Background: an optimization exercise with open tools, aiming at small area. Do not read the settings as production practice.
Only simulation tests tie the RTL to the original design; equivalence was not proved.
Power and IR drop assume default switching activity.

== P ==
==> flow/design.v (excerpt) <==
module day_time(Out, clk_1s, clk_5ms, up, down, clk, control, change, reset);
Size: roughly 440 cells after synthesis, about 3100 µm² of cells after synthesis.
Settings: LEC_CHECK=0, ABC_AREA=1, CAP_MARGIN=20, CORE_MARGIN=2, CORE_UTILIZATION=60, CTS_BUF_LIST=sky130_fd_sc_hd__clkbuf_2 sky130_fd_sc_hd__clkbuf_4, CTS_CLUSTER_DIAMETER=60, CTS_CLUSTER_SIZE=20, PLACE_DENSITY=0.8, SLEW_MARGIN=20; clock period 15.0 ns.
run.sh (not shown) runs the stock make flow with config.mk's settings and CLKGATE_MAP_FILE= SYNTH_SCRIPT=/design/flow/synth_recipe.tcl, a recipe that flattens the netlist after the stock synthesis.
### P -> Q
Settings: a deleted CTS_CLUSTER_DIAMETER that had been 60; a deleted CTS_CLUSTER_SIZE that had been 20; a deleted CTS_BUF_LIST that had been sky130_fd_sc_hd__clkbuf_2 sky130_fd_sc_hd__clkbuf_4.
==> flow/flow/run.sh (new file) <==
#!/bin/bash
# Standard layout, with buf_1 port buffers and a clock tree without dummy loads.
set -euo pipefail
CTS="-sink_clustering_enable -repair_clock_nets -dont_use_dummy_load -buf_list sky130_fd_sc_hd__clkbuf_8 -root_buf sky130_fd_sc_hd__clkbuf_8 -sink_clustering_size 60 -sink_clustering_max_diameter 200"
for t in synth floorplan place cts route finish; do
  bash standard.sh "BUFFER_PORTS_ARGS=-buffer_cell sky130_fd_sc_hd__buf_1" "CTS_ARGS=$CTS" $t > log_$t.txt 2>&1
done
==> flow/standard.sh (new file) <==
#!/bin/bash
# synth_recipe.tcl (not shown) runs the flow's synth.tcl, then flattens the netlist and writes it again
# the make line also repeats each setting of config.mk as NAME=value (left out here)
make -C /OpenROAD-flow-scripts/flow DESIGN_CONFIG=/design/flow/config.mk WORK_HOME=/design/flow/orfs CLKGATE_MAP_FILE= SYNTH_SCRIPT=/design/flow/synth_recipe.tcl "${@:-finish}"
removed: flow/run.sh
Findings:
Q against P: total length of routed wires went up; met1 capacity usage during global routing went down by 1.1 points; power density of the placed cells moved up; number of cells on the critical path increased 1.
Higher wire length of the first global-routing pass among Q and P: P
Going from P to Q, the setup slack was found to have gone up by 300 ps.
For R, these inputs were changed with respect to Q:
Settings: an added CTS_CLUSTER_SIZE of 60; an added CTS_CLUSTER_DIAMETER of 100; an added CTS_BUF_LIST of sky130_fd_sc_hd__clkbuf_4.
==> flow/run.sh (new file) <==
#!/bin/bash
# synth_recipe.tcl (not shown) runs the flow's synth.tcl, then flattens the netlist and writes it again
# the make line also repeats each setting of config.mk as NAME=value (left out here)
make -C /OpenROAD-flow-scripts/flow DESIGN_CONFIG=/design/flow/config.mk WORK_HOME=/design/flow/orfs CLKGATE_MAP_FILE= SYNTH_SCRIPT=/design/flow/synth_recipe.tcl finish
removed: flow/flow/run.sh
removed: flow/standard.sh
Findings:
Summary of the comparison: wire length is lower in R, relative to Q.
Compared to Q, R has setup slack of the critical path after layout 300 ps lower.
Total via count after detailed routing delta for R relative to Q: 1.2% lower
Sequential share of layout area for R: 1.2 points down relative to Q
R against Q: final non-filler cell area higher; count of clock-buffer cells in the layout higher; post-route fraction of the period consumed by the critical path higher.
Compared with Q, in R number of iterations in the first detailed-routing pass has decreased, non-clock buffer count has remained practically unchanged.
Changes in S relative to R:
Settings: CTS_CLUSTER_SIZE: 60 -> unset; CORE_UTILIZATION: 60 -> 40; CTS_CLUSTER_DIAMETER: 100 -> unset; CTS_BUF_LIST: sky130_fd_sc_hd__clkbuf_4 -> unset; PLACE_DENSITY: 0.8 -> unset.
==> run notes <==
- Relative to R, fraction of area in non-clock buffers decreased by 0.21 points in S.
- From R to S the numbers moved as follows: final instance area +4.0%; per-cell via count in the routed design -about 7%; sequential share of power -8.5 points.
- Looking at post-layout minimum cycle time across S and R, the one that comes out lower is R.
- Reported for S and R, count of multi-input gates turned out identical to the last digit.
- From R to S, XOR/XNOR share of the synthesized area did not move at all.
- R -> S: placement-stage cell area increased slightly
The inputs of T differ from those of S as listed below.
Settings: an added PLACE_DENSITY of 0.8; a change of CORE_UTILIZATION from 40 to 60.
==> flow/flow/run.sh (new file) <==
#!/bin/bash
# Standard layout, with buf_1 port buffers and a clock tree without dummy loads.
set -euo pipefail
CTS="-sink_clustering_enable -repair_clock_nets -dont_use_dummy_load -buf_list sky130_fd_sc_hd__clkbuf_4 -sink_clustering_size 30 -sink_clustering_max_diameter 100"
for t in synth floorplan place cts route finish; do
  bash standard.sh "BUFFER_PORTS_ARGS=-buffer_cell sky130_fd_sc_hd__buf_1" "CTS_ARGS=$CTS" $t > log_$t.txt 2>&1
done
==> flow/standard.sh (new file) <==
#!/bin/bash
# synth_recipe.tcl (not shown) runs the flow's synth.tcl, then flattens the netlist and writes it again
# the make line also repeats each setting of config.mk as NAME=value (left out here)
make -C /OpenROAD-flow-scripts/flow DESIGN_CONFIG=/design/flow/config.mk WORK_HOME=/design/flow/orfs CLKGATE_MAP_FILE= SYNTH_SCRIPT=/design/flow/synth_recipe.tcl "${@:-finish}"
removed: flow/run.sh
## What came out
- The final layout from T, which completed every stage, passed the timing, DRC and antenna checks at the end of the flow.
- Changes observed in T relative to S: number of cells in the finished layout apart from fillers moved down, hold slack level, worst setup slack for register-to-register paths moved up.
- Looking at core utilization, T sits above S.
- Compared with S, in T power decreased 91 µW; power attributed to sequential cells flat.

[static timing again, ports no longer ideal]
How much do the figures lean on ideal ports? The routed layouts below were timed once more, with nothing changed but the port constraints.
Step 1 assumes that a clkbuf_16 drives the clock port and a buf_2 every other input.
Step 2 also shifts input and output timing later by t, the mid clock arrival at the registers, as if the neighbouring blocks saw the same clock.
Three values: ideal, step 1, step 2; two values: the first two.
| run | t, ns | setup WS [ns] | worst setup path at the end | latest minus earliest clock arrival (ns) | worst register clock-pin slew, ns |
|---|---|---|---|---|---|
| P | 0.425 | 9.245 / 9.247 / 8.822 | input to register | 0.008 / 0.008 | 0.10 / 0.10 |
| Q | 0.361 | 9.545 / 9.540 / 9.178 | input to register | 0.017 / 0.017 | 0.06 / 0.06 |
| R | 0.425 | 9.245 / 9.247 / 8.822 | input to register | 0.008 / 0.008 | 0.10 / 0.10 |
| S | 0.375 | 9.169 / 9.179 / 8.804 | input to register | 0.010 / 0.010 | 0.08 / 0.08 |
| T | 0.425 | 9.654 / 9.643 / 9.218 | input to register | 0.026 / 0.027 | 0.09 / 0.09 |
After both steps setup and hold are still met in every run listed. For T, which loses most, drivers alone change the setup slack by -0.011 ns; drivers and shift together by -0.436 ns.
